This design comes from an exercise in tuning for a short achievable clock period and few clock cycles per item on the open sky130 flow, not from production work. In this exercise RTL edits were held to simulation tests only and were not proved equivalent to the original. Power is estimated from default activity; no workload was simulated.

==> flow/config.mk <==
export PLATFORM = sky130hd
export DESIGN_NAME = risc_processor
export DESIGN_NICKNAME = risc_processor
export VERILOG_FILES = /design/flow/design.v
export SDC_FILE = /design/flow/constraint.sdc
export NUM_CORES = 4
export LEC_CHECK = 0
export ABC_CLOCK_PERIOD_IN_PS = 1500
export CAP_MARGIN = 20
export CORE_MARGIN = 2
export CORE_UTILIZATION = 40
export SETUP_SLACK_MARGIN = 2.5
export SLEW_MARGIN = 20
==> flow/constraint.sdc <==
create_clock -name core_clock -period 4.0 [get_ports {clk}]
set_input_delay 0.8000 -clock core_clock [delete_from_list [all_inputs] [get_ports {clk}]]
set_output_delay 0.8000 -clock core_clock [all_outputs]
set_load 0.01 [all_outputs]
==> flow/design.v <==
module risc_processor (
    input clk,
    input reset,
    output [7:0] imem_addr,
    input  [7:0] imem_data,
    output reg [7:0] result,   
    output reg result_valid
    );
    reg [7:0] pc;
    reg [7:0] rf [0:3];
    reg [7:0] mem [0:15];
    reg        ex_valid;
    reg [3:0]  ex_we;          
    reg        ex_wres;        
    reg [15:0] ex_sth;         
    reg        ex_stf;         
    reg [7:0]  fw;             
    reg [7:0]  p0, p1, g0, g1; 
    reg [7:0]  y00, y01;       
    reg [7:0]  y10, y11;       
    reg        cin;
    reg [15:0] ex_lah;         
    reg        ex_ldf;         
    reg        ex_sfa;         
    reg [7:0]  ex_sd;          
    assign imem_addr = pc;
    wire [3:0] f_op = imem_data[7:4];
    wire [1:0] f_rs = imem_data[3:2];
    wire [1:0] f_rt = imem_data[1:0];
    wire f_add = (f_op == 4'd0);
    wire f_sub = (f_op == 4'd1);
    wire f_and = (f_op == 4'd2);
    wire f_or  = (f_op == 4'd3);
    wire f_ld  = (f_op == 4'd4);
    wire f_st  = (f_op == 4'd5);
    wire f_ar  = f_add | f_sub;
    wire [1:0] f_rd = f_ld ? f_rt : f_rs;
    wire [3:0] f_we = f_st ? 4'b0000 : (4'b0001 << f_rd);
    wire f_fwa = ex_we[f_rs];
    wire f_fwb = ex_we[f_rt];
    wire [7:0] ra = rf[f_rs];
    wire [7:0] rb = rf[f_rt];
    wire [7:0] a0 = f_fwa ? 8'h00 : ra;
    wire [7:0] a1 = f_fwa ? 8'hff : ra;
    wire [7:0] b0 = (f_fwb ? 8'h00 : rb) ^ {8{f_sub}};
    wire [7:0] b1 = (f_fwb ? 8'hff : rb) ^ {8{f_sub}};
    wire [7:0] bl0 = f_fwb ? 8'h00 : rb;
    wire [7:0] bl1 = f_fwb ? 8'hff : rb;
    wire [7:0] q0 = f_ar ? (a0 ^ b0) : f_and ? (a0 & bl0) : f_or ? (a0 | bl0) : 8'h00;
    wire [7:0] q1 = f_ar ? (a1 ^ b1) : f_and ? (a1 & bl1) : f_or ? (a1 | bl1) : 8'h00;
    wire [15:0] rah = 16'd1 << ra[3:0];
    wire [15:0] rbh = 16'd1 << rb[3:0];
    wire [7:0] p = (fw & p1) | (~fw & p0);
    wire [7:0] g = (fw & g1) | (~fw & g0);
    wire [8:0] G0 = {g, cin};
    wire [8:0] P0 = {p, 1'b0};
    wire [8:0] G1 = G0 | (P0 & {G0[7:0], 1'b0});
    wire [8:0] P1 = P0 & {P0[7:0], 1'b0};
    wire [8:0] G2 = G1 | (P1 & {G1[6:0], 2'b0});
    wire [8:0] P2 = P1 & {P1[6:0], 2'b0};
    wire [8:0] G3 = G2 | (P2 & {G2[4:0], 4'b0});
    wire [7:0] c = G3[7:0];
    reg  [7:0] ldn;
    integer j;
    always @* begin
        ldn = 8'h00;
        for (j = 0; j < 16; j = j + 1)
            ldn = ldn | ({8{ex_lah[j]}} & mem[j]);
    end
    wire [7:0] ldf = ex_ldf ? mem[fw[3:0]] : 8'h00;
    wire [7:0] y0 = ((fw & y01) | (~fw & y00)) | ldn | ldf;
    wire [7:0] y1 = (fw & y11) | (~fw & y10);
    wire [7:0] res = (c & y1) | (~c & y0);
    wire [15:0] fwh = 16'd1 << fw[3:0];
    wire [15:0] mwe = ex_sth | ({16{ex_stf}} & fwh);
    wire [7:0]  sd = ex_sfa ? fw : ex_sd;
    integer i;
    always @(posedge clk or posedge reset) begin
        if (reset) begin
            pc <= 8'd0;
            result_valid <= 1'b0;
            result <= 8'd0;
            ex_valid <= 1'b0;
            ex_we <= 4'b0000;
            ex_wres <= 1'b0;
            ex_sth <= 16'd0;
            ex_stf <= 1'b0;
            rf[0] <= 8'h05;
            rf[1] <= 8'h00;
            rf[2] <= 8'h03;
            rf[3] <= 8'h00;
            for (i = 0; i < 16; i = i + 1)
                mem[i] <= (i == 5) ? 8'h0A : 8'h00;
        end else begin
            pc <= pc + 8'd1;
            ex_valid <= 1'b1;
            ex_we <= f_we;
            ex_wres <= !f_st;
            ex_sth <= (f_st && !f_fwb) ? rbh : 16'd0;
            ex_stf <= f_st && f_fwb;
            result_valid <= ex_valid;
            if (ex_wres)
                result <= res;
            for (i = 0; i < 4; i = i + 1)
                if (ex_we[i])
                    rf[i] <= res;
            for (i = 0; i < 16; i = i + 1)
                if (mwe[i])
                    mem[i] <= sd;
        end
    end
    always @(posedge clk) begin
        fw  <= res;
        p0  <= a0 ^ b0;
        p1  <= a1 ^ b1;
        g0  <= {8{f_ar}} & a0 & b0;
        g1  <= {8{f_ar}} & a1 & b1;
        cin <= f_sub;
        y00 <= q0;
        y01 <= q1;
        y10 <= ~q0;
        y11 <= ~q1;
        ex_lah <= (f_ld && !f_fwa) ? rah : 16'd0;
        ex_ldf <= f_ld && f_fwa;
        ex_sfa <= f_fwa;
        ex_sd  <= ra;
    end
endmodule
==> flow/run.sh <==
#!/bin/bash
# synth_recipe.tcl (not shown) runs the flow's synth.tcl, then flattens the netlist and writes it again
# the make line also repeats each setting of config.mk as NAME=value (left out here)
make -C /OpenROAD-flow-scripts/flow DESIGN_CONFIG=/design/flow/config.mk WORK_HOME=/design/flow/orfs CLKGATE_MAP_FILE= SYNTH_SCRIPT=/design/flow/synth_recipe.tcl finish
==> summary.txt <==
run status complete, no violations; DRT Wirelength 51.1 mm; row cnt 69; routed len/inst 26.4 um; routability cong. 0.888; Least-Margin Pin Slew 0.771 ns; PD cells 560 nW/um^2; DP HPWL 29.4 mm; # IOs 27; sequential-to-total area share from yosys stat 48.4%; clock-pin slew on the worst setup and hold paths 0.06 ns; Worst setup SP type register; vias in the first global route 11900; Rel. slew slack 48.5%; # hold bufs at CTS 0; H-tree levels 2; crit path max fanout 6; CTS Buf Count 35; Final nets 1455; worst setup path category register to register; first-pass GRT wire length 76.0 mm; Primary FF master, synth dfrtp_1; most frequent cells in the layout 189 x dfrtp_1, 125 x mux2_4, 94 x buf_4; core area 35400 sq um; WHS 0.351 ns; Worst Hold Path EP result_valid$_DFF_PP0_; I/O Buffers 26; # setup viols final 0; setup slack after layout 1.65 ns; DR pass1 iterations 5; area post-placement 15900 sq um; number of synthesized register bits 295; max_cap viols 0; DRC violations left 0; Core Util, Final 58.0%; Synth Net Count 1261; number of synthesis warnings 3; clk_skew 0.0297 ns; 1st-iter DRT viols 1143; fin crit share 58.8%; Clock Root Buffer clkbuf_16; Die Area 37300 sq um; Initial Util 40.4%; number of instances in the placed design 1673; Worst Reg-to-Reg Cells 11; Chip Width 193 um; end of the worst register-to-register path rf[2][0]$_DFFE_PP1P_; Max Freq 0.425 GHz; hold path startpoint ex_valid$_DFF_PP0_; Post-synth EDFFs 0; clk buf depth 3; most common cell after layout, fill and taps aside dfrtp_1; Overall Power 11.5 mW; TritonCTS clock tree yes; Crit Reg-Reg Startpoint fw[1]$_DFF_P_; largest net degree at the start of global routing 72; P&R area growth vs syn 43.6%; routed vias 11600; WHS Path Cells 0; Post-Syn Area 14300 sq um; fin cells 1932; Final ANT Viol Nets 0; cells after synthesis 1250; R2R Setup Slk 1.65 ns; CTS sink cnt 295; worst slack, placed 0.512 ns; Worst VDD drop 0.000549 V; Syn Area/Cell 11.4 sq um; Worst EP required 4.48 ns; unrepaired setup endpoints after global routing true; Final Hold Fails 0; worst hold path class register to register; Synth async-reset ratio 67.8%; setup TNS 0 ns; vias per inst 6.02; Worst Path Arrival 2.83 ns; layout cells sized above 1 50.4%; endpoint type of the worst setup path register; clock latency (worst-skew pair) 0.55 ns; Diodes inserted 0; Pleak 8.94 nW; Total GRT Usage 27.6%; total grt overflow 0; initial antenna violation count 1; die height 193 um; Tmin final 2.35 ns; fin. max-slew vios 0; Yosys cell types 90; design area 20500 sq um
-- where the power goes --
part           total (mW)  internal [mW]  leakage, nW  switching [mW]
registers            3.73           3.39         3.49           0.342
clock network        3.30           1.97        0.593            1.33
logic                4.47           2.15         4.86            2.32
total                11.5           7.51         8.94            3.99
-- final cells by class --
type | instances | area, sq um
clock inverter | 15 | 154
multi-input combinational | 837 | 8880
fill | 2786 | 14900
tap | 461 | 577
clock buffer | 49 | 1040
sequential | 295 | 6940
timing repair buffer | 241 | 2800
inverter | 34 | 135
-- state kept, by name, indices dropped and copies added (netlist names), 16 cells and up --
name,count
mem,128
ex_sth,16
rf,32
ex_lah,16
-- worst max-delay path by stage --
stage	start	to	slack, ns
2_1_floorplan	reset	ex_stf$_DFF_PP0_	0.62
3_3_place_gp	imem_data[1]	y00[3]$_DFF_P_	0.58
3_5_place_dp	imem_data[1]	y00[2]$_DFF_P_	0.51
4_1_cts	fw[1]$_DFF_P_	rf[3][6]$_DFFE_PP0P_	1.67
5_1_grt	fw[1]$_DFF_P_	rf[3][6]$_DFFE_PP0P_	1.61
6_report	fw[1]$_DFF_P_	rf[2][0]$_DFFE_PP1P_	1.65
-- kinds of logic (layout without fill, tap and decap cells) --
family	count (synthesis)	in the layout	share of synthesized area, %
compound gates	268	268	14.6
buf+inv	120	339	3.92
xor+xnor	66	66	4.04
mux	213	214	18.0
fa+ha+maj	10	10	0.726
other cells	1	1	0.0262
simple gates	277	278	10.3
flops	295	295	48.4
-- metal layers --
metal,global-route usage [%],share of wire [%],up-vias
li1,-,-,4962
met1,36.0,40,5896
met2,43.4,46,593
met3,5.63,8.2,176
met4,13.9,5.3,2
met5,0,0.023,-
-- worst max-delay path, stage by stage, from the launching register on --
cell and delay [ns]:
dfxtp_4 0.36, buf_8 0.14, buf_6 0.11, buf_4 0.13, buf_6 0.12, nor2b_4 0.17
buf_4 0.15, a22o_1 0.12, nand2_1 0.06, a41o_1 0.31, a32oi_4 0.40, mux2_4 0.23
-- synth_stat cells, types with 10 or more instances --
library cell	number	area share (%)
dfrtp_1	194	34
mux2_2	161	13
dfxtp_1	95	13
nor2_1	68	1.8
a22oi_1	51	2.7
nand2_1	50	1.3
xnor2_1	50	3.1
clkbuf_1	45	1.2
mux2i_1	32	2.2
a21oi_1	31	1.1
inv_1	31	0.81
nor2b_1	26	1.1
o21ai_0	24	0.84
a22o_1	21	1.3
mux4_2	19	3.0
a221oi_1	18	1.1
buf_2	18	0.63
nand2b_1	17	0.74
o21a_1	17	0.89
xor2_1	16	0.98
buf_4	15	0.79
nor3_1	15	0.53
nand3_1	14	0.49
nand4_1	14	0.61
and2_1	13	0.57
a31oi_1	10	0.44
nor2_2	10	0.44
o2bb2ai_1	10	0.61
-- what timing repair did --
item | 4_1_cts | 5_1_grt
gates resized for setup | 278 | 153
endpoints found under the setup margin | 489 | 297
buffers inserted | 149 | 35
cloned | 11 | 0
pin swaps | 75 | 59
Testbench counts, summed over its fixed seeds: cycles 28,848, instructions 28,800.

==> static timing again, ports no longer ideal <==
In the flow no input, the clock included, has a driving cell. The finished layout below was timed again as built, in two steps. Step 1: set_driving_cell puts a clkbuf_16 on clk and a buf_2 on each other input, an assumption about the parent block. Step 2 also shifts input and output timing later by t, the mid clock arrival at the registers, as if the neighbouring blocks saw the same clock. Three values: ideal ports, drivers, drivers and shift; two values: the first two.
t, ns: 0.585
slack for setup (ns): 1.648 / 1.648 / 1.323
clock arrival spread, ns: 0.030 / 0.030
After both steps this run still meets setup and hold. For this run, drivers alone change the setup slack by 0.000 ns; drivers and shift together by -0.325 ns.
